This design comes from an exercise in tuning for small area and a short achievable clock period on the open sky130 flow, not from production work. Function was not checked in any run shown here: the RTL went through the layout flow alone. Power and IR drop assume default switching activity.

==> design/flow/design.v <==
module fadd(a,b,c,s,co);
input a,b,c;
output s,co;
assign s=a^b^c;
assign co=(a&b)|(a&c)|(b&c);
endmodule
module xnor2m(a,b,y);
input a,b;
output y;
assign y=~(a^b);
endmodule
module or2m(a,b,y);
input a,b;
output y;
assign y=a|b;
endmodule
module hadd(a,b,s,co);
input a,b;
output s,co;
assign s=a^b;
assign co=a&b;
endmodule
module ygp(a,b,gn,pn);
input a,b;
output gn,pn;
assign gn=~(a&b);
assign pn=~(a|b);
endmodule
module yxor(a,b,t);
input a,b;
output t;
assign t=a^b;
endmodule
module yadd(gn,pn,t,h,h1,h2,h3,y);
input [13:0]gn,pn,t;
input [3:0]h;
input h1,h2,h3;    
output [17:0]y;
wire G0_1,G0_2,P0_2,G0_3,P0_3,G0_4,P0_4,G0_5,P0_5,G0_6,P0_6,G0_7,P0_7,G0_8,P0_8,G0_9,P0_9,G0_10,P0_10,G0_11,P0_11,G0_12,P0_12,G0_13,P0_13,G1_2,G1_3,G1_4,P1_4,G1_5,P1_5,G1_6,P1_6,G1_7,P1_7,G1_8,P1_8,G1_9,P1_9,G1_10,P1_10,G1_11,P1_11,G1_12,P1_12,G1_13,P1_13,G2_4,G2_5,G2_6,G2_7,G2_8,P2_8,G2_9,P2_9,G2_10,P2_10,G2_11,P2_11,G2_12,P2_12,G2_13,P2_13,G3_8,G3_9,G3_10,G3_11,G3_12,G3_13;
assign G0_1=~gn[1]|(~pn[1]&~gn[0]);
assign G0_2=~gn[2]|(~pn[2]&~gn[1]);
assign P0_2=~pn[2]&~pn[1];
assign G0_3=~gn[3]|(~pn[3]&~gn[2]);
assign P0_3=~pn[3]&~pn[2];
assign G0_4=~gn[4]|(~pn[4]&~gn[3]);
assign P0_4=~pn[4]&~pn[3];
assign G0_5=~gn[5]|(~pn[5]&~gn[4]);
assign P0_5=~pn[5]&~pn[4];
assign G0_6=~gn[6]|(~pn[6]&~gn[5]);
assign P0_6=~pn[6]&~pn[5];
assign G0_7=~gn[7]|(~pn[7]&~gn[6]);
assign P0_7=~pn[7]&~pn[6];
assign G0_8=~gn[8]|(~pn[8]&~gn[7]);
assign P0_8=~pn[8]&~pn[7];
assign G0_9=~gn[9]|(~pn[9]&~gn[8]);
assign P0_9=~pn[9]&~pn[8];
assign G0_10=~gn[10]|(~pn[10]&~gn[9]);
assign P0_10=~pn[10]&~pn[9];
assign G0_11=~gn[11]|(~pn[11]&~gn[10]);
assign P0_11=~pn[11]&~pn[10];
assign G0_12=~gn[12]|(~pn[12]&~gn[11]);
assign P0_12=~pn[12]&~pn[11];
assign G0_13=~gn[13]|(~pn[13]&~gn[12]);
assign P0_13=~pn[13]&~pn[12];
assign G1_2=G0_2|(P0_2&~gn[0]);
assign G1_3=G0_3|(P0_3&G0_1);
assign G1_4=G0_4|(P0_4&G0_2);
assign P1_4=P0_4&P0_2;
assign G1_5=G0_5|(P0_5&G0_3);
assign P1_5=P0_5&P0_3;
assign G1_6=G0_6|(P0_6&G0_4);
assign P1_6=P0_6&P0_4;
assign G1_7=G0_7|(P0_7&G0_5);
assign P1_7=P0_7&P0_5;
assign G1_8=G0_8|(P0_8&G0_6);
assign P1_8=P0_8&P0_6;
assign G1_9=G0_9|(P0_9&G0_7);
assign P1_9=P0_9&P0_7;
assign G1_10=G0_10|(P0_10&G0_8);
assign P1_10=P0_10&P0_8;
assign G1_11=G0_11|(P0_11&G0_9);
assign P1_11=P0_11&P0_9;
assign G1_12=G0_12|(P0_12&G0_10);
assign P1_12=P0_12&P0_10;
assign G1_13=G0_13|(P0_13&G0_11);
assign P1_13=P0_13&P0_11;
assign G2_4=G1_4|(P1_4&~gn[0]);
assign G2_5=G1_5|(P1_5&G0_1);
assign G2_6=G1_6|(P1_6&G1_2);
assign G2_7=G1_7|(P1_7&G1_3);
assign G2_8=G1_8|(P1_8&G1_4);
assign P2_8=P1_8&P1_4;
assign G2_9=G1_9|(P1_9&G1_5);
assign P2_9=P1_9&P1_5;
assign G2_10=G1_10|(P1_10&G1_6);
assign P2_10=P1_10&P1_6;
assign G2_11=G1_11|(P1_11&G1_7);
assign P2_11=P1_11&P1_7;
assign G2_12=G1_12|(P1_12&G1_8);
assign P2_12=P1_12&P1_8;
assign G2_13=G1_13|(P1_13&G1_9);
assign P2_13=P1_13&P1_9;
assign G3_8=G2_8|(P2_8&~gn[0]);
assign G3_9=G2_9|(P2_9&G0_1);
assign G3_10=G2_10|(P2_10&G1_2);
assign G3_11=G2_11|(P2_11&G1_3);
assign G3_12=G2_12|(P2_12&G2_4);
assign G3_13=G2_13|(P2_13&G2_5);
assign y[0]=t[0];
assign y[1]=t[1]^~gn[0];
assign y[2]=t[2]^G0_1;
assign y[3]=t[3]^G1_2;
assign y[4]=t[4]^G1_3;
assign y[5]=t[5]^G2_4;
assign y[6]=t[6]^G2_5;
assign y[7]=t[7]^G2_6;
assign y[8]=t[8]^G2_7;
assign y[9]=t[9]^G3_8;
assign y[10]=t[10]^G3_9;
assign y[11]=t[11]^G3_10;
assign y[12]=t[12]^G3_11;
assign y[13]=t[13]^G3_12;
assign y[14]=h[0]^G3_13;
assign y[15]=h[1]^(G3_13&h1);
assign y[16]=h[2]^(G3_13&h2);
assign y[17]=h[3]^(G3_13&h3);
endmodule
module Fir(reset_n,clk,x_in,y_out);
input reset_n,clk;
input [15:0]x_in;
output [23:0]y_out;
reg [13:0]r4;
reg [17:0]r3;
reg [17:0]r2;
reg [17:0]r1;
reg c3a;
reg c3b;
reg c2a;
reg c2b;
reg c1a;
reg c1b;
reg c1c;
wire zx;
wire [17:0]af_s;
wire [18:0]af_c;
wire [17:0]af_r;
wire [18:0]af_k;
wire [17:0]a3_s;
wire [18:0]a3_c;
wire [17:0]a3_r;
wire [18:0]a3_k;
wire [17:0]a2_s;
wire [18:0]a2_c;
wire [17:0]a2_r;
wire [18:0]a2_k;
wire [17:0]a1_s;
wire [18:0]a1_c;
wire [17:0]a1_r;
wire [18:0]a1_k;
wire [17:0]r1v;
wire r1s;
wire r1c;
wire [17:0]r1k;
wire r1u;
wire [13:0]yg;
wire [13:0]yp;
wire [13:0]yt;
wire [17:0]y;
wire yh1;
wire yh2;
assign zx=~(x_in[2]|x_in[1]|x_in[0]);    
fadd u1(.a(x_in[0]),.b(~x_in[3]),.c(zx),.s(af_r[0]),.co(af_k[1]));
fadd u2(.a(x_in[1]),.b(~x_in[4]),.c(af_k[1]),.s(af_r[1]),.co(af_k[2]));
fadd u3(.a(x_in[2]),.b(~x_in[5]),.c(af_k[2]),.s(af_r[2]),.co(af_k[3]));
fadd u4(.a(x_in[3]),.b(~x_in[6]),.c(af_k[3]),.s(af_r[3]),.co(af_k[4]));
fadd u5(.a(x_in[4]),.b(~x_in[7]),.c(af_k[4]),.s(af_r[4]),.co(af_k[5]));
fadd u6(.a(x_in[5]),.b(~x_in[8]),.c(af_k[5]),.s(af_r[5]),.co(af_k[6]));
fadd u7(.a(x_in[6]),.b(~x_in[9]),.c(af_k[6]),.s(af_r[6]),.co(af_k[7]));
fadd u8(.a(x_in[7]),.b(~x_in[10]),.c(af_k[7]),.s(af_r[7]),.co(af_k[8]));
fadd u9(.a(x_in[8]),.b(~x_in[11]),.c(af_k[8]),.s(af_r[8]),.co(af_k[9]));
hadd u10(.a(x_in[9]),.b(~x_in[12]),.s(af_r[9]),.co(af_k[10]));
fadd u11(.a(x_in[10]),.b(~x_in[13]),.c(af_k[10]),.s(af_r[10]),.co(af_k[11]));
fadd u12(.a(x_in[11]),.b(~x_in[14]),.c(af_k[11]),.s(af_r[11]),.co(af_k[12]));
fadd u13(.a(x_in[12]),.b(~x_in[15]),.c(af_k[12]),.s(af_r[12]),.co(af_k[13]));
xnor2m u14(.a(x_in[13]),.b(af_k[13]),.y(af_r[13]));
or2m u15(.a(x_in[13]),.b(af_k[13]),.y(af_k[14]));
xnor2m u16(.a(x_in[14]),.b(af_k[14]),.y(af_r[14]));
or2m u17(.a(x_in[14]),.b(af_k[14]),.y(af_k[15]));
xnor2m u18(.a(x_in[15]),.b(af_k[15]),.y(af_r[15]));
or2m u19(.a(x_in[15]),.b(af_k[15]),.y(af_k[16]));
assign af_r[16]=~af_k[16];
assign af_k[17]=af_k[16];
assign af_r[17]=~af_k[17];
assign af_k[18]=af_k[17];
hadd u20(.a(af_r[0]),.b(r4[0]),.s(a3_r[0]),.co(a3_k[1]));
fadd u21(.a(af_r[1]),.b(r4[1]),.c(a3_k[1]),.s(a3_r[1]),.co(a3_k[2]));
fadd u22(.a(af_r[2]),.b(r4[2]),.c(a3_k[2]),.s(a3_r[2]),.co(a3_k[3]));
fadd u23(.a(af_r[3]),.b(r4[3]),.c(a3_k[3]),.s(a3_r[3]),.co(a3_k[4]));
fadd u24(.a(af_r[4]),.b(r4[4]),.c(a3_k[4]),.s(a3_r[4]),.co(a3_k[5]));
fadd u25(.a(af_r[5]),.b(r4[5]),.c(a3_k[5]),.s(a3_r[5]),.co(a3_k[6]));
fadd u26(.a(af_r[6]),.b(r4[6]),.c(a3_k[6]),.s(a3_r[6]),.co(a3_k[7]));
fadd u27(.a(af_r[7]),.b(r4[7]),.c(a3_k[7]),.s(a3_r[7]),.co(a3_k[8]));
fadd u28(.a(af_r[8]),.b(r4[8]),.c(a3_k[8]),.s(a3_r[8]),.co(a3_k[9]));
hadd u29(.a(af_r[9]),.b(r4[9]),.s(a3_r[9]),.co(a3_k[10]));
fadd u30(.a(af_r[10]),.b(r4[10]),.c(a3_k[10]),.s(a3_r[10]),.co(a3_k[11]));
fadd u31(.a(af_r[11]),.b(r4[11]),.c(a3_k[11]),.s(a3_r[11]),.co(a3_k[12]));
fadd u32(.a(af_r[12]),.b(r4[12]),.c(a3_k[12]),.s(a3_r[12]),.co(a3_k[13]));
fadd u33(.a(af_r[13]),.b(r4[13]),.c(a3_k[13]),.s(a3_r[13]),.co(a3_k[14]));
hadd u34(.a(af_r[14]),.b(a3_k[14]),.s(a3_r[14]),.co(a3_k[15]));
hadd u35(.a(af_r[15]),.b(a3_k[15]),.s(a3_r[15]),.co(a3_k[16]));
hadd u36(.a(af_r[16]),.b(a3_k[16]),.s(a3_r[16]),.co(a3_k[17]));
hadd u37(.a(af_r[17]),.b(a3_k[17]),.s(a3_r[17]),.co(a3_k[18]));
hadd u38(.a(x_in[0]),.b(r3[0]),.s(a2_r[0]),.co(a2_k[1]));
fadd u39(.a(x_in[1]),.b(r3[1]),.c(a2_k[1]),.s(a2_r[1]),.co(a2_k[2]));
fadd u40(.a(x_in[2]),.b(r3[2]),.c(a2_k[2]),.s(a2_r[2]),.co(a2_k[3]));
fadd u41(.a(x_in[3]),.b(r3[3]),.c(a2_k[3]),.s(a2_r[3]),.co(a2_k[4]));
fadd u42(.a(x_in[4]),.b(r3[4]),.c(a2_k[4]),.s(a2_r[4]),.co(a2_k[5]));
fadd u43(.a(x_in[5]),.b(r3[5]),.c(a2_k[5]),.s(a2_r[5]),.co(a2_k[6]));
fadd u44(.a(x_in[6]),.b(r3[6]),.c(a2_k[6]),.s(a2_r[6]),.co(a2_k[7]));
fadd u45(.a(x_in[7]),.b(r3[7]),.c(a2_k[7]),.s(a2_r[7]),.co(a2_k[8]));
fadd u46(.a(x_in[8]),.b(r3[8]),.c(a2_k[8]),.s(a2_r[8]),.co(a2_k[9]));
fadd u47(.a(x_in[9]),.b(r3[9]),.c(c3a),.s(a2_r[9]),.co(a2_k[10]));
fadd u48(.a(x_in[10]),.b(r3[10]),.c(a2_k[10]),.s(a2_r[10]),.co(a2_k[11]));
fadd u49(.a(x_in[11]),.b(r3[11]),.c(a2_k[11]),.s(a2_r[11]),.co(a2_k[12]));
fadd u50(.a(x_in[12]),.b(r3[12]),.c(a2_k[12]),.s(a2_r[12]),.co(a2_k[13]));
fadd u51(.a(x_in[13]),.b(r3[13]),.c(a2_k[13]),.s(a2_r[13]),.co(a2_k[14]));
fadd u52(.a(x_in[14]),.b(r3[14]),.c(a2_k[14]),.s(a2_r[14]),.co(a2_k[15]));
fadd u53(.a(x_in[15]),.b(r3[15]),.c(a2_k[15]),.s(a2_r[15]),.co(a2_k[16]));
hadd u54(.a(r3[16]),.b(a2_k[16]),.s(a2_r[16]),.co(a2_k[17]));
hadd u55(.a(r3[17]),.b(a2_k[17]),.s(a2_r[17]),.co(a2_k[18]));
hadd u56(.a(af_r[0]),.b(r2[0]),.s(a1_r[0]),.co(a1_k[1]));
fadd u57(.a(af_r[1]),.b(r2[1]),.c(a1_k[1]),.s(a1_r[1]),.co(a1_k[2]));
fadd u58(.a(af_r[2]),.b(r2[2]),.c(a1_k[2]),.s(a1_r[2]),.co(a1_k[3]));
fadd u59(.a(af_r[3]),.b(r2[3]),.c(a1_k[3]),.s(a1_r[3]),.co(a1_k[4]));
fadd u60(.a(af_r[4]),.b(r2[4]),.c(a1_k[4]),.s(a1_r[4]),.co(a1_k[5]));
fadd u61(.a(af_r[5]),.b(r2[5]),.c(a1_k[5]),.s(a1_r[5]),.co(a1_k[6]));
fadd u62(.a(af_r[6]),.b(r2[6]),.c(a1_k[6]),.s(a1_r[6]),.co(a1_k[7]));
fadd u63(.a(af_r[7]),.b(r2[7]),.c(a1_k[7]),.s(a1_r[7]),.co(a1_k[8]));
fadd u64(.a(af_r[8]),.b(r2[8]),.c(a1_k[8]),.s(a1_r[8]),.co(a1_k[9]));
fadd u65(.a(af_r[9]),.b(r2[9]),.c(c2a),.s(a1_r[9]),.co(a1_k[10]));
fadd u66(.a(af_r[10]),.b(r2[10]),.c(a1_k[10]),.s(a1_r[10]),.co(a1_k[11]));
fadd u67(.a(af_r[11]),.b(r2[11]),.c(a1_k[11]),.s(a1_r[11]),.co(a1_k[12]));
fadd u68(.a(af_r[12]),.b(r2[12]),.c(a1_k[12]),.s(a1_r[12]),.co(a1_k[13]));
fadd u69(.a(af_r[13]),.b(r2[13]),.c(a1_k[13]),.s(a1_r[13]),.co(a1_k[14]));
fadd u70(.a(af_r[14]),.b(r2[14]),.c(a1_k[14]),.s(a1_r[14]),.co(a1_k[15]));
fadd u71(.a(af_r[15]),.b(r2[15]),.c(a1_k[15]),.s(a1_r[15]),.co(a1_k[16]));
fadd u72(.a(af_r[16]),.b(r2[16]),.c(a1_k[16]),.s(a1_r[16]),.co(a1_k[17]));
fadd u73(.a(af_r[17]),.b(r2[17]),.c(a1_k[17]),.s(a1_r[17]),.co(a1_k[18]));
fadd u74(.a(c1a),.b(c1b),.c(c1c),.s(r1s),.co(r1c));
assign r1k[9:0]={r1[9]^r1s,r1[8:0]};
assign r1k[10]=r1[10]^r1c^(r1[9]&r1s);
assign r1u=(r1[10]&r1c)|(r1[10]&r1[9]&r1s)|(r1c&r1[9]&r1s);    
assign r1k[11]=r1[11]^r1u;
assign r1k[12]=r1[12]^(r1u&(&r1[11:11]));
assign r1k[13]=r1[13]^(r1u&(&r1[12:11]));
assign r1k[14]=r1[14]^(r1u&(&r1[13:11]));
assign r1k[15]=r1[15]^(r1u&(&r1[14:11]));
assign r1k[16]=r1[16]^(r1u&(&r1[15:11]));
assign r1k[17]=r1[17]^(r1u&(&r1[16:11]));
ygp u75(.a(x_in[2]),.b(r1k[0]),.gn(yg[0]),.pn(yp[0]));
yxor u76(.a(x_in[2]),.b(r1k[0]),.t(yt[0]));
ygp u77(.a(x_in[3]),.b(r1k[1]),.gn(yg[1]),.pn(yp[1]));
yxor u78(.a(x_in[3]),.b(r1k[1]),.t(yt[1]));
ygp u79(.a(x_in[4]),.b(r1k[2]),.gn(yg[2]),.pn(yp[2]));
yxor u80(.a(x_in[4]),.b(r1k[2]),.t(yt[2]));
ygp u81(.a(x_in[5]),.b(r1k[3]),.gn(yg[3]),.pn(yp[3]));
yxor u82(.a(x_in[5]),.b(r1k[3]),.t(yt[3]));
ygp u83(.a(x_in[6]),.b(r1k[4]),.gn(yg[4]),.pn(yp[4]));
yxor u84(.a(x_in[6]),.b(r1k[4]),.t(yt[4]));
ygp u85(.a(x_in[7]),.b(r1k[5]),.gn(yg[5]),.pn(yp[5]));
yxor u86(.a(x_in[7]),.b(r1k[5]),.t(yt[5]));
ygp u87(.a(x_in[8]),.b(r1k[6]),.gn(yg[6]),.pn(yp[6]));
yxor u88(.a(x_in[8]),.b(r1k[6]),.t(yt[6]));
ygp u89(.a(x_in[9]),.b(r1k[7]),.gn(yg[7]),.pn(yp[7]));
yxor u90(.a(x_in[9]),.b(r1k[7]),.t(yt[7]));
ygp u91(.a(x_in[10]),.b(r1k[8]),.gn(yg[8]),.pn(yp[8]));
yxor u92(.a(x_in[10]),.b(r1k[8]),.t(yt[8]));
ygp u93(.a(x_in[11]),.b(r1k[9]),.gn(yg[9]),.pn(yp[9]));
yxor u94(.a(x_in[11]),.b(r1k[9]),.t(yt[9]));
ygp u95(.a(x_in[12]),.b(r1k[10]),.gn(yg[10]),.pn(yp[10]));
yxor u96(.a(x_in[12]),.b(r1k[10]),.t(yt[10]));
ygp u97(.a(x_in[13]),.b(r1k[11]),.gn(yg[11]),.pn(yp[11]));
yxor u98(.a(x_in[13]),.b(r1k[11]),.t(yt[11]));
ygp u99(.a(x_in[14]),.b(r1k[12]),.gn(yg[12]),.pn(yp[12]));
yxor u100(.a(x_in[14]),.b(r1k[12]),.t(yt[12]));
ygp u101(.a(x_in[15]),.b(r1k[13]),.gn(yg[13]),.pn(yp[13]));
yxor u102(.a(x_in[15]),.b(r1k[13]),.t(yt[13]));
assign yh2=r1k[14]&r1k[15]&r1k[16];
assign yh1=r1k[14]&r1k[15];
yadd ya(.gn(yg),.pn(yp),.t(yt),.h(r1k[17:14]),.h1(r1k[14]),.h2(yh1),.h3(yh2),.y(y));
always @(posedge clk or negedge reset_n)
begin
if(!reset_n)
	begin
	r4<=14'h0;
	r3<=18'h0;
	r2<=18'h0;
	r1<=18'h0;
	c3a<=1'h0;
	c3b<=1'h0;
	c2a<=1'h0;
	c2b<=1'h0;
	c1a<=1'h0;
	c1b<=1'h0;
	c1c<=1'h0;
	end
else
	begin
	r4<=x_in[15:2];
	r3<={a3_r[17],a3_r[16],a3_r[15],a3_r[14],a3_r[13],a3_r[12],a3_r[11],a3_r[10],a3_r[9],a3_r[8],a3_r[7],a3_r[6],a3_r[5],a3_r[4],a3_r[3],a3_r[2],a3_r[1],a3_r[0]};
	r2<={a2_r[17],a2_r[16],a2_r[15],a2_r[14],a2_r[13],a2_r[12],a2_r[11],a2_r[10],a2_r[9],a2_r[8],a2_r[7],a2_r[6],a2_r[5],a2_r[4],a2_r[3],a2_r[2],a2_r[1],a2_r[0]};
	r1<={a1_r[17],a1_r[16],a1_r[15],a1_r[14],a1_r[13],a1_r[12],a1_r[11],a1_r[10],a1_r[9],a1_r[8],a1_r[7],a1_r[6],a1_r[5],a1_r[4],a1_r[3],a1_r[2],a1_r[1],a1_r[0]};
	c3a<=a3_k[9];
	c3b<=af_k[9];
	c2a<=a2_k[9];
	c2b<=c3b;
	c1a<=a1_k[9];
	c1b<=c2b;
	c1c<=af_k[9];
	end
end
assign y_out={6'b0,y};
endmodule
==> design/flow/flow/run.sh <==
#!/bin/bash
# Own layout flow: the standard flow (standard.sh), with two changes:
#  - clock tree synthesis without dummy load cells (-dont_use_dummy_load),
#  - port buffers start from buf_1 instead of the flow's default choice.
# Each tool's output goes to the ORFS logs under orfs/logs/; make's own output
# goes to flow_make.log here.
set -euo pipefail
bash standard.sh \
  "CTS_ARGS=-sink_clustering_enable -repair_clock_nets -dont_use_dummy_load -sink_clustering_size 30 -buf_list {sky130_fd_sc_hd__clkbuf_4 sky130_fd_sc_hd__clkbuf_8}" \
  "BUFFER_PORTS_ARGS=-buffer_cell sky130_fd_sc_hd__buf_1" \
  finish > flow_make.log 2>&1
==> design/flow/standard.sh <==
#!/bin/bash
# synth_recipe.tcl (not shown) runs the flow's synth.tcl, then flattens the netlist and writes it again
# the make line also repeats each setting of config.mk as NAME=value (left out here)
make -C /OpenROAD-flow-scripts/flow DESIGN_CONFIG=/design/flow/config.mk WORK_HOME=/design/flow/orfs CLKGATE_MAP_FILE= SYNTH_SCRIPT=/design/flow/synth_recipe.tcl "${@:-finish}"
==> design/flow/config.mk <==
export PLATFORM = sky130hd
export DESIGN_NAME = Fir
export DESIGN_NICKNAME = Fir
export VERILOG_FILES = /design/flow/design.v
export SDC_FILE = /design/flow/constraint.sdc
export NUM_CORES = 4
export LEC_CHECK = 0
export CAP_MARGIN = 20
export CORE_MARGIN = 2
export CORE_UTILIZATION = 40
export GPL_TIMING_DRIVEN = 1
export SETUP_SLACK_MARGIN = 4.3
export SLEW_MARGIN = 20
export SYNTH_HIERARCHICAL = 1
export SYNTH_MINIMUM_KEEP_SIZE = 0
==> design/flow/constraint.sdc <==
create_clock -name core_clock -period 10.0 [get_ports {clk}]
set_input_delay 2.0000 -clock core_clock [delete_from_list [all_inputs] [get_ports {clk}]]
set_output_delay 2.0000 -clock core_clock [all_outputs]
set_load 0.01 [all_outputs]
==> flow_metrics.env, run 1 <==
export IMPL_max_clock_path_buffers=2
export IMPL_power_density_nw_per_um2=317
export IMPL_setup_viol_count_final=0
export IMPL_detail_route_antenna_nets=0
export IMPL_critical_path_required_time_ps=10210
export IMPL_std_cell_rows=37
export IMPL_cts_tree="built"
export IMPL_finalWirelength_mm=7.90
export IMPL_routedWlPerCell_um=16.1
export IMPL_grt_first_pass_wirelength_mm=13.0
export IMPL_worst_path_max_fanout=3
export IMPL_io_buffer_count=35
export IMPL_sw_frac_of_total=0.434
export IMPL_fillCellCount=919
export IMPL_cts_buffers_inserted=9
export IMPL_core_footprint_um2=10300
export IMPL_combinationalPowerShare=0.577
export IMPL_critPathArrivalTime_ps=6030
export IMPL_num_nets_final=447
export IMPL_final_cell_area_um2=4960
export IMPL_fin_tns_setup_ps=0
export IMPL_maxClockFrequency_ghz=0.172
export IMPL_dp_final_hpwl_mm=6.14
export IMPL_antenna_cells_inserted=0
export IMPL_dpl_worst_slack_ps=3420
export IMPL_critical_path_endpoint_type="flop"
export IMPL_layout_min_cycle_time_ps=5830
export IMPL_clkSlewWorstSetupHoldPaths_ps=60
export IMPL_first_iter_violations=111
export IMPL_finalHoldViolations=0
export IMPL_clock_tree_htree_level_count=3
export IMPL_die_w_um=107
export IMPL_ff2ff_setup_slack_ps=6080
export IMPL_timing_max_transition_violations_final=0
export IMPL_global_route_usage_total=0.155
export IMPL_mappedNetlistArea_um2=4240
export IMPL_insertion_delay_ps=340
export IMPL_power_clock_fraction=0.110
export IMPL_root_buffer="sky130_fd_sc_hd__clkbuf_8"
export IMPL_worst_clock_skew_ps=13.0
export IMPL_detail_route_drc_violations=0
export IMPL_p_int_w=0.000890
export IMPL_final_critical_path_setup_slack_ps=4170
export IMPL_yosys_warnings=7
export IMPL_syn_area_per_cell_um2=13.7
export IMPL_worstSetupPathType="in -> reg"
export IMPL_start_util=0.410
export IMPL_critical_path_startpoint_type="primary input"
export IMPL_drt_first_pass_iters=4
export IMPL_post_synth_inst_count=310
export IMPL_post_place_cells=479
export IMPL_power_leakage_nw=2.09
export IMPL_boundaryPins=42
export IMPL_hold_path_class="reg -> reg"
export IMPL_average_via_count_per_standard_cell=4.84
export IMPL_grt_overflow_total=0
export IMPL_vias=2380
export IMPL_slew_headroom=0.387
export IMPL_grt_antenna_before_repair=0
export IMPL_dieArea_um2=11400
export IMPL_post_dp_cell_area_um2=4580
export IMPL_cap_violations=0
export IMPL_worst_slew_pin_transition_ps=920
export IMPL_first_global_vias=2614
export IMPL_switching_power_total_w=0.000683
export IMPL_run_status="finished clean"
export IMPL_area_growth_syn_to_layout_pct=17.0
export IMPL_die_height_um=107
export IMPL_p_seq_frac=0.314
export IMPL_ir_worst_vdd_v=0.000111
export IMPL_final_weighted_congestion_of_routability_driven_global_placement=0.780
export IMPL_period_utilization_post_route=0.583
export IMPL_largest_net_degree_at_the_start_of_global_routing=75
export IMPL_post_route_cells_drive_above_1_share=0.264
export IMPL_finish_cell_count_without_fillers=492
export IMPL_cts_sinks=74
export IMPL_unrepaired_setup_endpoints_after_global_routing="yes"
export IMPL_utilization=0.480
final cells by class:
class | count | area, µm² | share of cell area
repair buffers | 39 | 265 | 0.0535
inverters | 17 | 63.8 | 0.0129
multi-input cells | 217 | 2480 | 0.501
clock buffers | 9 | 124 | 0.0250
flip-flops and latches | 74 | 1850 | 0.373
well taps | 136 | 170 | 0.0343
cell usage in the layout, fill, tap and decap left out, types with 9 or more instances in the layout:
cell type and instances:
sky130_fd_sc_hd__dfrtp_1 74, sky130_fd_sc_hd__ha_1 11, sky130_fd_sc_hd__nor2_1 15, sky130_fd_sc_hd__buf_1 14
sky130_fd_sc_hd__inv_1 16, sky130_fd_sc_hd__fa_1 24, sky130_fd_sc_hd__clkbuf_8 9, sky130_fd_sc_hd__fa_2 33
sky130_fd_sc_hd__xor2_1 27, sky130_fd_sc_hd__nand2_1 20, sky130_fd_sc_hd__xnor2_1 12
sequential cells by signal (all words and copies together), names as in the netlist, 14 cells and up:
register	count
r3	18
r2	18
r4	14
r1	18
power by group through the flow:
| stage | logic [W] | clock network [W] | registers [W] |
|---|---|---|---|
| after floorplan | 0.000610 | 0 | 0.000481 |
| after global placement | 0.000846 | 0 | 0.000494 |
| after detailed placement | 0.000862 | 0 | 0.000497 |
| after CTS | 0.000887 | 0.000183 | 0.000493 |
| after global routing | 0.00103 | 0.000194 | 0.000508 |
| final | 0.000907 | 0.000173 | 0.000493 |
layer usage:
layer | share of wire | wire, µm | global-route usage | vias up
met1 | 0.42 | 3350 | 0.195 | 1232
met5 | 0 | 0 | 0 | -
li1 | - | - | - | 1093
met4 | 0.015 | 122 | 0.0510 | 0
met2 | 0.53 | 4160 | 0.263 | 45
met3 | 0.033 | 260 | 0.0377 | 10
path summary, 6_finish.rpt:
kind,start,to,cells past startpoint
max,x_in[0],r1[8]$_DFF_PN0_,11
min,c2b$_DFF_PN0_,c1b$_DFF_PN0_,0
max reg2reg,c2a$_DFF_PN0_,r1[17]$_DFF_PN0_,9
min reg2reg,c2b$_DFF_PN0_,c1b$_DFF_PN0_,0
max in group asynchronous,reset_n,r1[9]$_DFF_PN0_,1
min in group asynchronous,reset_n,r1[2]$_DFF_PN0_,1
what timing repair did:
action,CTS,global route
setup endpoints to repair,19,16
resized for setup,44,28
hold buffers,0,0
setup buffers,2,2
pin swaps,4,9
per-stage QoR:
step                power (W)  hold slack (ps)
floorplan             0.00109              331
global placement      0.00134              335
detailed placement    0.00136              348
CTS                   0.00156              365
global route          0.00173              365
finish                0.00157              358
critical path, stage by stage:
cell                    delay, ps
sky130_fd_sc_hd__buf_8        100
sky130_fd_sc_hd__fa_2         380
sky130_fd_sc_hd__fa_2         350
sky130_fd_sc_hd__fa_2         350
sky130_fd_sc_hd__fa_2         350
sky130_fd_sc_hd__fa_2         370
sky130_fd_sc_hd__fa_2         360
sky130_fd_sc_hd__fa_2         350
sky130_fd_sc_hd__fa_2         400
sky130_fd_sc_hd__fa_2         580
sky130_fd_sc_hd__fa_2         430
==> run 2, diff against run 1 <==
--- a/design/flow/config.mk
+++ b/design/flow/config.mk
@@ -9,7 +9,7 @@
 export CORE_MARGIN = 2
 export CORE_UTILIZATION = 40
 export GPL_TIMING_DRIVEN = 1
-export SETUP_SLACK_MARGIN = 4.3
+export SETUP_SLACK_MARGIN = 4.1
 export SLEW_MARGIN = 20
 export SYNTH_HIERARCHICAL = 1
 export SYNTH_MINIMUM_KEEP_SIZE = 0
==> flow_metrics.env, run 2 <==
export IMPL_worstSetupEndpoint="r3[8]$_DFF_PN0_"
export IMPL_crit_reg2reg_launch="c2a$_DFF_PN0_"
export IMPL_p_int_w=0.000857
export IMPL_critical_path_slowest_cell="sky130_fd_sc_hd__fa_2"
export IMPL_p_seq_frac=0.324
export IMPL_boundaryPins=42
export IMPL_power_clock_fraction=0.115
export IMPL_critical_path_startpoint_type="primary input"
export IMPL_worst_slew_pin_transition_ps=925
export IMPL_run_status="finished clean"
export IMPL_largest_net_degree_at_the_start_of_global_routing=75
export IMPL_cts_buffers_inserted=9
export IMPL_power_density_nw_per_um2=319
export IMPL_syn_area_per_cell_um2=13.7
export IMPL_setup_viol_count_final=0
export IMPL_crit_chain="clkbuf_4 -> nor3_4 -> fa_2 -> fa_2 -> fa_2 -> fa_2 -> fa_2 -> fa_2 -> fa_2 -> fa_2 -> fa_2 -> fa_1"
export IMPL_first_global_vias=2635
export IMPL_clock_tree_htree_level_count=3
export IMPL_timing_max_transition_violations_final=0
export IMPL_mappedNetlistArea_um2=4240
export IMPL_area_growth_syn_to_layout_pct=12.1
export IMPL_maxClockFrequency_ghz=0.170
export IMPL_max_clock_path_buffers=2
export IMPL_yosys_warnings=7
export IMPL_clkSlewWorstSetupHoldPaths_ps=70
export IMPL_drt_first_pass_iters=4
export IMPL_critPathLaunch="x_in[1]"
export IMPL_core_footprint_um2=10300
export IMPL_global_route_usage_total=0.156
export IMPL_fin_tns_setup_ps=0
export IMPL_combinationalPowerShare=0.561
export IMPL_finalHoldViolations=0
export IMPL_antenna_cells_inserted=0
export IMPL_utilization=0.460
export IMPL_sw_frac_of_total=0.434
export IMPL_layout_min_cycle_time_ps=5880
export IMPL_final_weighted_congestion_of_routability_driven_global_placement=0.827
export IMPL_dpl_worst_slack_ps=3430
export IMPL_ir_worst_vdd_v=0.000120
export IMPL_root_buffer="sky130_fd_sc_hd__clkbuf_8"
export IMPL_crit_reg2reg_capture="r1[17]$_DFF_PN0_"
export IMPL_first_iter_violations=91
export IMPL_worst_path_most_repeated_cell="sky130_fd_sc_hd__fa_2"
export IMPL_critical_path_endpoint_type="flop"
export IMPL_slew_headroom=0.384
export IMPL_switching_power_total_w=0.000656
export IMPL_final_critical_path_setup_slack_ps=4120
export IMPL_vias=2335
export IMPL_critical_path_required_time_ps=10210
export IMPL_worstSetupPathType="in -> reg"
export IMPL_detail_route_drc_violations=0
export IMPL_period_utilization_post_route=0.588
export IMPL_postCtsSetupRepairBufs=0
export IMPL_finalWirelength_mm=7.59
export IMPL_detail_route_antenna_nets=0
export IMPL_ff2ff_setup_slack_ps=6000
export IMPL_whs_path_cells=0
export IMPL_worst_path_max_fanout=3
export IMPL_dieArea_um2=11400
export IMPL_critPathArrivalTime_ps=6090
export IMPL_die_w_um=107
export IMPL_power_after_layout_w=0.00151
export IMPL_post_cts_hold_buffer_count=0
export IMPL_io_buffer_count=35
export IMPL_post_route_cells_drive_above_1_share=0.188
export IMPL_final_common_cell="sky130_fd_sc_hd__dfrtp_1"
export IMPL_dp_final_hpwl_mm=5.97
export IMPL_unrepaired_setup_endpoints_after_global_routing="yes"
export IMPL_routedWlPerCell_um=15.6
export IMPL_grt_first_pass_wirelength_mm=13.4
export IMPL_post_synth_inst_count=310
export IMPL_grt_antenna_before_repair=0
export IMPL_power_leakage_nw=2.03
export IMPL_crit_path_max_incr_delay_ps=500
export IMPL_grt_overflow_total=0
export IMPL_r2r_cells=9
export IMPL_worst_clock_skew_ps=32.4
export IMPL_largestRegisters="r1 (18), r2 (18), r3 (18)"
export IMPL_average_via_count_per_standard_cell=4.78
export IMPL_num_nets_final=443
export IMPL_cap_violations=0
export IMPL_cts_tree="built"
export IMPL_die_height_um=107
export IMPL_insertion_delay_ps=360
export IMPL_layout_common_cells="sky130_fd_sc_hd__dfrtp_1, sky130_fd_sc_hd__fa_2, sky130_fd_sc_hd__xor2_1, sky130_fd_sc_hd__fa_1"
export IMPL_start_util=0.410
export IMPL_std_cell_rows=37
export IMPL_hold_path_class="reg -> reg"
export IMPL_cts_sinks=74
-- run 2: area by class of cell --
type / count / area, µm²
timing repair buffer: 35 / 163
inverter: 17 / 63.8
fill: 948 / 5580
sequential: 74 / 1850
multi-input combinational: 217 / 2380
clock buffer: 9 / 124
tap: 136 / 170
-- run 2: worst min-delay path by stage --
stage / startpoint / endpoint
after detailed placement: c2b$_DFF_PN0_ / c1b$_DFF_PN0_
after global placement: c2b$_DFF_PN0_ / c1b$_DFF_PN0_
after global routing: c2b$_DFF_PN0_ / c1b$_DFF_PN0_
final: c2b$_DFF_PN0_ / c1b$_DFF_PN0_
after CTS: c2b$_DFF_PN0_ / c1b$_DFF_PN0_
after floorplan: c2b$_DFF_PN0_ / c1b$_DFF_PN0_
-- run 2: through the flow --
step | hold slack, ps | instances | area (µm²)
final | 350 | 488 | 4750
after global routing | 376 | 488 | 4750
after CTS | 351 | 488 | 4720
after detailed placement | 335 | 479 | 4570
after global placement | 335 | 479 | 4570
after floorplan | 331 | 315 | 4320
-- run 2: critical path, delay by kind of cell --
| family | cells | cell delay [ps] |
|---|---|---|
| fa+ha+maj | 10 | 3860 |
| simple gates | 1 | 50 |
| buf+inv | 1 | 160 |
-- run 2: routing by layer --
layer / vias up / global-route usage / part of all wire
met2: 55 / 0.262 / 0.52
met5: - / 0 / 0
li1: 1082 / - / -
met3: 9 / 0.0413 / 0.042
met1: 1189 / 0.203 / 0.43
met4: 0 / 0.0399 / 0.0096
-- run 2: timing repair --
item	CTS	global route
pin swaps	3	0
gates resized for setup	15	13
setup endpoints to repair	16	11
-- run 2: power groups by stage --
stage | Combinational [W] | Sequential, W | Clock, W
after floorplan | 0.000609 | 0.000481 | 0
after global placement | 0.000837 | 0.000494 | 0
after detailed placement | 0.000854 | 0.000499 | 0
after CTS | 0.000863 | 0.000492 | 0.000183
after global routing | 0.000975 | 0.000505 | 0.000197
final | 0.000848 | 0.000490 | 0.000174
==> run 3, diff against run 2 <==
--- a/design/flow/design.v
+++ b/design/flow/design.v
@@ -31,99 +31,111 @@
 output t;
 assign t=a^b;
 endmodule
+module m_inv(a,y);
+input a;
+output y;
+assign y=~a;
+endmodule
+module m_nand2(a,b,y);
+input a,b;
+output y;
+assign y=~(a&b);
+endmodule
+module m_nor2(a,b,y);
+input a,b;
+output y;
+assign y=~(a|b);
+endmodule
+module m_a21oi(a,b,c,y);
+input a,b,c;
+output y;
+assign y=~((a&b)|c);
+endmodule
+module m_o21ai(a,b,c,y);
+input a,b,c;
+output y;
+assign y=~((a|b)&c);
+endmodule
+module m_xor2(a,b,y);
+input a,b;
+output y;
+assign y=a^b;
+endmodule
+module m_xnor2(a,b,y);
+input a,b;
+output y;
+assign y=~(a^b);
+endmodule
 module yadd(gn,pn,t,h,h1,h2,h3,y);
 input [13:0]gn,pn,t;
 input [3:0]h;
 input h1,h2,h3;    
 output [17:0]y;
-wire G0_1,G0_2,P0_2,G0_3,P0_3,G0_4,P0_4,G0_5,P0_5,G0_6,P0_6,G0_7,P0_7,G0_8,P0_8,G0_9,P0_9,G0_10,P0_10,G0_11,P0_11,G0_12,P0_12,G0_13,P0_13,G1_2,G1_3,G1_4,P1_4,G1_5,P1_5,G1_6,P1_6,G1_7,P1_7,G1_8,P1_8,G1_9,P1_9,G1_10,P1_10,G1_11,P1_11,G1_12,P1_12,G1_13,P1_13,G2_4,G2_5,G2_6,G2_7,G2_8,P2_8,G2_9,P2_9,G2_10,P2_10,G2_11,P2_11,G2_12,P2_12,G2_13,P2_13,G3_8,G3_9,G3_10,G3_11,G3_12,G3_13;
-assign G0_1=~gn[1]|(~pn[1]&~gn[0]);
-assign G0_2=~gn[2]|(~pn[2]&~gn[1]);
-assign P0_2=~pn[2]&~pn[1];
-assign G0_3=~gn[3]|(~pn[3]&~gn[2]);
-assign P0_3=~pn[3]&~pn[2];
-assign G0_4=~gn[4]|(~pn[4]&~gn[3]);
-assign P0_4=~pn[4]&~pn[3];
-assign G0_5=~gn[5]|(~pn[5]&~gn[4]);
-assign P0_5=~pn[5]&~pn[4];
-assign G0_6=~gn[6]|(~pn[6]&~gn[5]);
-assign P0_6=~pn[6]&~pn[5];
-assign G0_7=~gn[7]|(~pn[7]&~gn[6]);
-assign P0_7=~pn[7]&~pn[6];
-assign G0_8=~gn[8]|(~pn[8]&~gn[7]);
-assign P0_8=~pn[8]&~pn[7];
-assign G0_9=~gn[9]|(~pn[9]&~gn[8]);
-assign P0_9=~pn[9]&~pn[8];
-assign G0_10=~gn[10]|(~pn[10]&~gn[9]);
-assign P0_10=~pn[10]&~pn[9];
-assign G0_11=~gn[11]|(~pn[11]&~gn[10]);
-assign P0_11=~pn[11]&~pn[10];
-assign G0_12=~gn[12]|(~pn[12]&~gn[11]);
-assign P0_12=~pn[12]&~pn[11];
-assign G0_13=~gn[13]|(~pn[13]&~gn[12]);
-assign P0_13=~pn[13]&~pn[12];
-assign G1_2=G0_2|(P0_2&~gn[0]);
-assign G1_3=G0_3|(P0_3&G0_1);
-assign G1_4=G0_4|(P0_4&G0_2);
-assign P1_4=P0_4&P0_2;
-assign G1_5=G0_5|(P0_5&G0_3);
-assign P1_5=P0_5&P0_3;
-assign G1_6=G0_6|(P0_6&G0_4);
-assign P1_6=P0_6&P0_4;
-assign G1_7=G0_7|(P0_7&G0_5);
-assign P1_7=P0_7&P0_5;
-assign G1_8=G0_8|(P0_8&G0_6);
-assign P1_8=P0_8&P0_6;
-assign G1_9=G0_9|(P0_9&G0_7);
-assign P1_9=P0_9&P0_7;
-assign G1_10=G0_10|(P0_10&G0_8);
-assign P1_10=P0_10&P0_8;
-assign G1_11=G0_11|(P0_11&G0_9);
-assign P1_11=P0_11&P0_9;
-assign G1_12=G0_12|(P0_12&G0_10);
-assign P1_12=P0_12&P0_10;
-assign G1_13=G0_13|(P0_13&G0_11);
-assign P1_13=P0_13&P0_11;
-assign G2_4=G1_4|(P1_4&~gn[0]);
-assign G2_5=G1_5|(P1_5&G0_1);
-assign G2_6=G1_6|(P1_6&G1_2);
-assign G2_7=G1_7|(P1_7&G1_3);
-assign G2_8=G1_8|(P1_8&G1_4);
-assign P2_8=P1_8&P1_4;
-assign G2_9=G1_9|(P1_9&G1_5);
-assign P2_9=P1_9&P1_5;
-assign G2_10=G1_10|(P1_10&G1_6);
-assign P2_10=P1_10&P1_6;
-assign G2_11=G1_11|(P1_11&G1_7);
-assign P2_11=P1_11&P1_7;
-assign G2_12=G1_12|(P1_12&G1_8);
-assign P2_12=P1_12&P1_8;
-assign G2_13=G1_13|(P1_13&G1_9);
-assign P2_13=P1_13&P1_9;
-assign G3_8=G2_8|(P2_8&~gn[0]);
-assign G3_9=G2_9|(P2_9&G0_1);
-assign G3_10=G2_10|(P2_10&G1_2);
-assign G3_11=G2_11|(P2_11&G1_3);
-assign G3_12=G2_12|(P2_12&G2_4);
-assign G3_13=G2_13|(P2_13&G2_5);
+wire G0_1,G0_3,P0_3,G0_5,P0_5,G0_7,P0_7,G0_9,P0_9,G0_11,P0_11,G0_13,P0_13,G1_3,G1_5,P1_5,G1_7,P1_7,G1_9,P1_9,G1_11,P1_11,G1_13,P1_13,I_0,G2_5,G2_7,G2_9,P2_9,G2_11,P2_11,G2_13,P2_13,G3_9,I_1,G3_11,G3_13,G4_2,G4_4,I_2,G4_6,I_3,G4_8,G4_10,G4_12,c14;
+m_o21ai y1(.a(pn[1]),.b(gn[0]),.c(gn[1]),.y(G0_1));
+m_o21ai y2(.a(pn[3]),.b(gn[2]),.c(gn[3]),.y(G0_3));
+m_nor2 y3(.a(pn[3]),.b(pn[2]),.y(P0_3));
+m_o21ai y4(.a(pn[5]),.b(gn[4]),.c(gn[5]),.y(G0_5));
+m_nor2 y5(.a(pn[5]),.b(pn[4]),.y(P0_5));
+m_o21ai y6(.a(pn[7]),.b(gn[6]),.c(gn[7]),.y(G0_7));
+m_nor2 y7(.a(pn[7]),.b(pn[6]),.y(P0_7));
+m_o21ai y8(.a(pn[9]),.b(gn[8]),.c(gn[9]),.y(G0_9));
+m_nor2 y9(.a(pn[9]),.b(pn[8]),.y(P0_9));
+m_o21ai y10(.a(pn[11]),.b(gn[10]),.c(gn[11]),.y(G0_11));
+m_nor2 y11(.a(pn[11]),.b(pn[10]),.y(P0_11));
+m_o21ai y12(.a(pn[13]),.b(gn[12]),.c(gn[13]),.y(G0_13));
+m_nor2 y13(.a(pn[13]),.b(pn[12]),.y(P0_13));
+m_a21oi y14(.a(P0_3),.b(G0_1),.c(G0_3),.y(G1_3));
+m_a21oi y15(.a(P0_5),.b(G0_3),.c(G0_5),.y(G1_5));
+m_nand2 y16(.a(P0_5),.b(P0_3),.y(P1_5));
+m_a21oi y17(.a(P0_7),.b(G0_5),.c(G0_7),.y(G1_7));
+m_nand2 y18(.a(P0_7),.b(P0_5),.y(P1_7));
+m_a21oi y19(.a(P0_9),.b(G0_7),.c(G0_9),.y(G1_9));
+m_nand2 y20(.a(P0_9),.b(P0_7),.y(P1_9));
+m_a21oi y21(.a(P0_11),.b(G0_9),.c(G0_11),.y(G1_11));
+m_nand2 y22(.a(P0_11),.b(P0_9),.y(P1_11));
+m_a21oi y23(.a(P0_13),.b(G0_11),.c(G0_13),.y(G1_13));
+m_nand2 y24(.a(P0_13),.b(P0_11),.y(P1_13));
+m_inv y25(.a(G0_1),.y(I_0));
+m_o21ai y26(.a(P1_5),.b(I_0),.c(G1_5),.y(G2_5));
+m_o21ai y27(.a(P1_7),.b(G1_3),.c(G1_7),.y(G2_7));
+m_o21ai y28(.a(P1_9),.b(G1_5),.c(G1_9),.y(G2_9));
+m_nor2 y29(.a(P1_9),.b(P1_5),.y(P2_9));
+m_o21ai y30(.a(P1_11),.b(G1_7),.c(G1_11),.y(G2_11));
+m_nor2 y31(.a(P1_11),.b(P1_7),.y(P2_11));
+m_o21ai y32(.a(P1_13),.b(G1_9),.c(G1_13),.y(G2_13));
+m_nor2 y33(.a(P1_13),.b(P1_9),.y(P2_13));
+m_a21oi y34(.a(P2_9),.b(G0_1),.c(G2_9),.y(G3_9));
+m_inv y35(.a(G1_3),.y(I_1));
+m_a21oi y36(.a(P2_11),.b(I_1),.c(G2_11),.y(G3_11));
+m_a21oi y37(.a(P2_13),.b(G2_5),.c(G2_13),.y(G3_13));
+m_o21ai y38(.a(pn[2]),.b(I_0),.c(gn[2]),.y(G4_2));
+m_o21ai y39(.a(pn[4]),.b(G1_3),.c(gn[4]),.y(G4_4));
+m_inv y40(.a(G2_5),.y(I_2));
+m_o21ai y41(.a(pn[6]),.b(I_2),.c(gn[6]),.y(G4_6));
+m_inv y42(.a(G2_7),.y(I_3));
+m_o21ai y43(.a(pn[8]),.b(I_3),.c(gn[8]),.y(G4_8));
+m_o21ai y44(.a(pn[10]),.b(G3_9),.c(gn[10]),.y(G4_10));
+m_o21ai y45(.a(pn[12]),.b(G3_11),.c(gn[12]),.y(G4_12));
 assign y[0]=t[0];
-assign y[1]=t[1]^~gn[0];
-assign y[2]=t[2]^G0_1;
-assign y[3]=t[3]^G1_2;
-assign y[4]=t[4]^G1_3;
-assign y[5]=t[5]^G2_4;
-assign y[6]=t[6]^G2_5;
-assign y[7]=t[7]^G2_6;
-assign y[8]=t[8]^G2_7;
-assign y[9]=t[9]^G3_8;
-assign y[10]=t[10]^G3_9;
-assign y[11]=t[11]^G3_10;
-assign y[12]=t[12]^G3_11;
-assign y[13]=t[13]^G3_12;
-assign y[14]=h[0]^G3_13;
-assign y[15]=h[1]^(G3_13&h1);
-assign y[16]=h[2]^(G3_13&h2);
-assign y[17]=h[3]^(G3_13&h3);
+m_xnor2 y46(.a(t[1]),.b(gn[0]),.y(y[1]));
+m_xor2 y47(.a(t[2]),.b(G0_1),.y(y[2]));
+m_xor2 y48(.a(t[3]),.b(G4_2),.y(y[3]));
+m_xnor2 y49(.a(t[4]),.b(G1_3),.y(y[4]));
+m_xor2 y50(.a(t[5]),.b(G4_4),.y(y[5]));
+m_xor2 y51(.a(t[6]),.b(G2_5),.y(y[6]));
+m_xor2 y52(.a(t[7]),.b(G4_6),.y(y[7]));
+m_xor2 y53(.a(t[8]),.b(G2_7),.y(y[8]));
+m_xor2 y54(.a(t[9]),.b(G4_8),.y(y[9]));
+m_xnor2 y55(.a(t[10]),.b(G3_9),.y(y[10]));
+m_xor2 y56(.a(t[11]),.b(G4_10),.y(y[11]));
+m_xnor2 y57(.a(t[12]),.b(G3_11),.y(y[12]));
+m_xor2 y58(.a(t[13]),.b(G4_12),.y(y[13]));
+assign c14=~G3_13;
+assign y[14]=h[0]^c14;
+assign y[15]=h[1]^(c14&h1);
+assign y[16]=h[2]^(c14&h2);
+assign y[17]=h[3]^(c14&h3);
 endmodule
 module Fir(reset_n,clk,x_in,y_out);
 input reset_n,clk;
==> flow_metrics.env, run 3 <==
export IMPL_run_status="finished clean"
export IMPL_finalHoldViolations=0
export IMPL_global_route_usage_total=0.147
export IMPL_min_to="c1b$_DFF_PN0_"
export IMPL_post_dp_cell_area_um2=4490
export IMPL_clkSlewWorstSetupHoldPaths_ps=60
export IMPL_fin_tns_setup_ps=0
export IMPL_critPathArrivalTime_ps=6060
export IMPL_critical_path_endpoint_type="flop"
export IMPL_unrepaired_setup_endpoints_after_global_routing="yes"
export IMPL_largest_net_degree_at_the_start_of_global_routing=75
export IMPL_detail_route_antenna_nets=0
export IMPL_fillCellCount=923
export IMPL_max_clock_path_buffers=2
export IMPL_mappedNetlistArea_um2=4150
export IMPL_detail_route_drc_violations=0
export IMPL_power_density_nw_per_um2=305
export IMPL_routedWlPerCell_um=14.5
export IMPL_die_height_um=106
export IMPL_p_int_w=0.000840
export IMPL_worstSetupPathType="in -> reg"
export IMPL_final_cell_area_um2=4770
export IMPL_syn_area_per_cell_um2=13.7
export IMPL_ff2ff_setup_slack_ps=5940
export IMPL_post_place_cells=472
export IMPL_grt_antenna_before_repair=0
export IMPL_worst_clock_skew_ps=29.1
export IMPL_cts_sinks=74
export IMPL_post_synth_inst_count=303
export IMPL_p_seq_frac=0.338
export IMPL_whs_path_cells=0
export IMPL_largestRegisters="r1 (18), r2 (18), r3 (18)"
export IMPL_ir_worst_vdd_v=0.000114
export IMPL_setup_viol_count_final=0
export IMPL_boundaryPins=42
export IMPL_power_clock_fraction=0.121
export IMPL_worst_slew_pin_transition_ps=918
export IMPL_insertion_delay_ps=350
export IMPL_final_weighted_congestion_of_routability_driven_global_placement=0.822
export IMPL_critical_path_required_time_ps=10190
export IMPL_first_iter_violations=92
export IMPL_min_from="c2b$_DFF_PN0_"
export IMPL_first_global_vias=2509
export IMPL_crit_reg2reg_launch="c2a$_DFF_PN0_"
export IMPL_timing_max_transition_violations_final=0
export IMPL_dieArea_um2=11200
export IMPL_dp_final_hpwl_mm=5.58
export IMPL_io_buffer_count=35
export IMPL_crit_reg2reg_capture="r1[17]$_DFF_PN0_"
export IMPL_finish_cell_count_without_fillers=488
export IMPL_post_route_cells_drive_above_1_share=0.219
export IMPL_final_common_cell="sky130_fd_sc_hd__dfrtp_1"
export IMPL_drt_first_pass_iters=4
export IMPL_r2r_cells=9
export IMPL_clock_tree_htree_level_count=3
export IMPL_vias=2222
export IMPL_layout_min_cycle_time_ps=5870
export IMPL_hold_path_class="reg -> reg"
export IMPL_grt_overflow_total=0
export IMPL_start_util=0.408
export IMPL_final_critical_path_setup_slack_ps=4130
export IMPL_slew_headroom=0.388
export IMPL_yosys_warnings=7
export IMPL_std_cell_rows=37
export IMPL_switching_power_total_w=0.000613
export IMPL_num_nets_final=443
export IMPL_cap_violations=0
export IMPL_core_footprint_um2=10200
export IMPL_die_w_um=106
export IMPL_finalWirelength_mm=7.07
export IMPL_critical_path_startpoint_type="primary input"
export IMPL_sw_frac_of_total=0.422
export IMPL_combinationalPowerShare=0.541
export IMPL_dpl_worst_slack_ps=3390
export IMPL_worst_path_max_fanout=3
export IMPL_grt_first_pass_wirelength_mm=12.3
export IMPL_cts_tree="built"
export IMPL_area_growth_syn_to_layout_pct=14.8
export IMPL_average_via_count_per_standard_cell=4.55
export IMPL_post_cts_hold_buffer_count=0
export IMPL_root_buffer="sky130_fd_sc_hd__clkbuf_8"
export IMPL_layout_common_cells="sky130_fd_sc_hd__dfrtp_1, sky130_fd_sc_hd__fa_2, sky130_fd_sc_hd__fa_1, sky130_fd_sc_hd__xor2_1"
export IMPL_antenna_cells_inserted=0
export IMPL_power_leakage_nw=2.04
export IMPL_period_utilization_post_route=0.587
export IMPL_maxClockFrequency_ghz=0.170
export IMPL_cts_buffers_inserted=9
==> run 3: final cells by class <==
| cell class | count | area [µm²] | area share |
|---|---|---|---|
| inverters | 19 | 71.3 | 0.0150 |
| flip-flops and latches | 74 | 1850 | 0.389 |
| well taps | 136 | 170 | 0.0357 |
| repair buffers | 42 | 251 | 0.0528 |
| clock buffers | 9 | 124 | 0.0260 |
| multi-input cells | 208 | 2300 | 0.482 |
==> run 3: how the worst max path moves through the flow <==
stage | slack [ps] | depth (start not counted) | startpoint | to
6_report | 4130 | 11 | x_in[0] | r3[8]$_DFF_PN0_
5_1_grt | 4050 | 11 | x_in[0] | r3[8]$_DFF_PN0_
4_1_cts | 4070 | 12 | x_in[1] | r3[8]$_DFF_PN0_
3_5_place_dp | 3390 | 12 | x_in[3] | r3[8]$_DFF_PN0_
3_3_place_gp | 3490 | 12 | x_in[3] | r3[8]$_DFF_PN0_
2_1_floorplan | 3980 | 10 | x_in[0] | r3[8]$_DFF_PN0_
==> run 3: critical path, cell delays in order <==
cell                    delay [ps]
sky130_fd_sc_hd__buf_8         110
sky130_fd_sc_hd__fa_2          380
sky130_fd_sc_hd__fa_2          350
sky130_fd_sc_hd__fa_2          350
sky130_fd_sc_hd__fa_2          350
sky130_fd_sc_hd__fa_2          370
sky130_fd_sc_hd__fa_2          370
sky130_fd_sc_hd__fa_2          370
sky130_fd_sc_hd__fa_2          510
sky130_fd_sc_hd__fa_2          430
sky130_fd_sc_hd__fa_1          480
==> run 3: stage by stage <==
step / total power (W) / hold WS, ps / util
3_3_place_gp: 0.00127 / 335 / 0.441
5_1_grt: 0.00161 / 365 / 0.468
2_1_floorplan: 0.00107 / 331 / -
6_report: 0.00145 / 350 / 0.468
4_1_cts: 0.00148 / 353 / 0.455
3_5_place_dp: 0.00129 / 338 / 0.441
==> run 3: layer usage <==
layer / track usage / up-vias / share of wire
li1: - / 1044 / -
met1: 0.197 / 1134 / 0.48
met2: 0.225 / 40 / 0.47
met3: 0.0433 / 4 / 0.042
met4: 0.0583 / 0 / 0.0096
met5: 0 / - / 0
==> run 3: repair_timing <==
item | in CTS | in global routing
resized for setup | 11 | 26
pin swaps | 3 | 6
endpoints found under the setup margin | 9 | 9
setup buffers | 0 | 7
==> run 3: power groups by stage <==
| stage | Clock, W | Sequential, W | Combinational, W |
|---|---|---|---|
| 2_1_floorplan | 0 | 0.000481 | 0.000586 |
| 3_3_place_gp | 0 | 0.000492 | 0.000780 |
| 3_5_place_dp | 0 | 0.000498 | 0.000794 |
| 4_1_cts | 0.000182 | 0.000493 | 0.000803 |
| 5_1_grt | 0.000197 | 0.000507 | 0.000908 |
| 6_report | 0.000175 | 0.000491 | 0.000786 |

separate check: timing with driven ports:
The flow's constraints put no driver on any port. The routed layouts listed below were extracted and timed again, unchanged, in two steps. Step 1: set_driving_cell puts a clkbuf_16 on clk and a buf_2 on each other input, an assumption about the parent block. Step 2 times the ports against the registers' clock, not the clock port: input delays grow and output delays shrink by t, the midpoint of the rising clock arrivals with the driver on. Slacks: ideal / step 1 / step 2; pairs: ideal / step 1.
run	shift t [ns]	setup WS [ns]	worst data-port slew with drivers (ns)
run 1	0.366	4.174 / 4.164 / 3.798	0.06
run 2	0.373	4.119 / 4.123 / 3.750	0.04
run 3	0.372	4.131 / 4.122 / 3.749	0.06
After both steps every run listed still meets setup and hold. The setup slack of run 3, which loses most, moves by -0.009 ns with the drivers and by -0.382 ns with both steps.
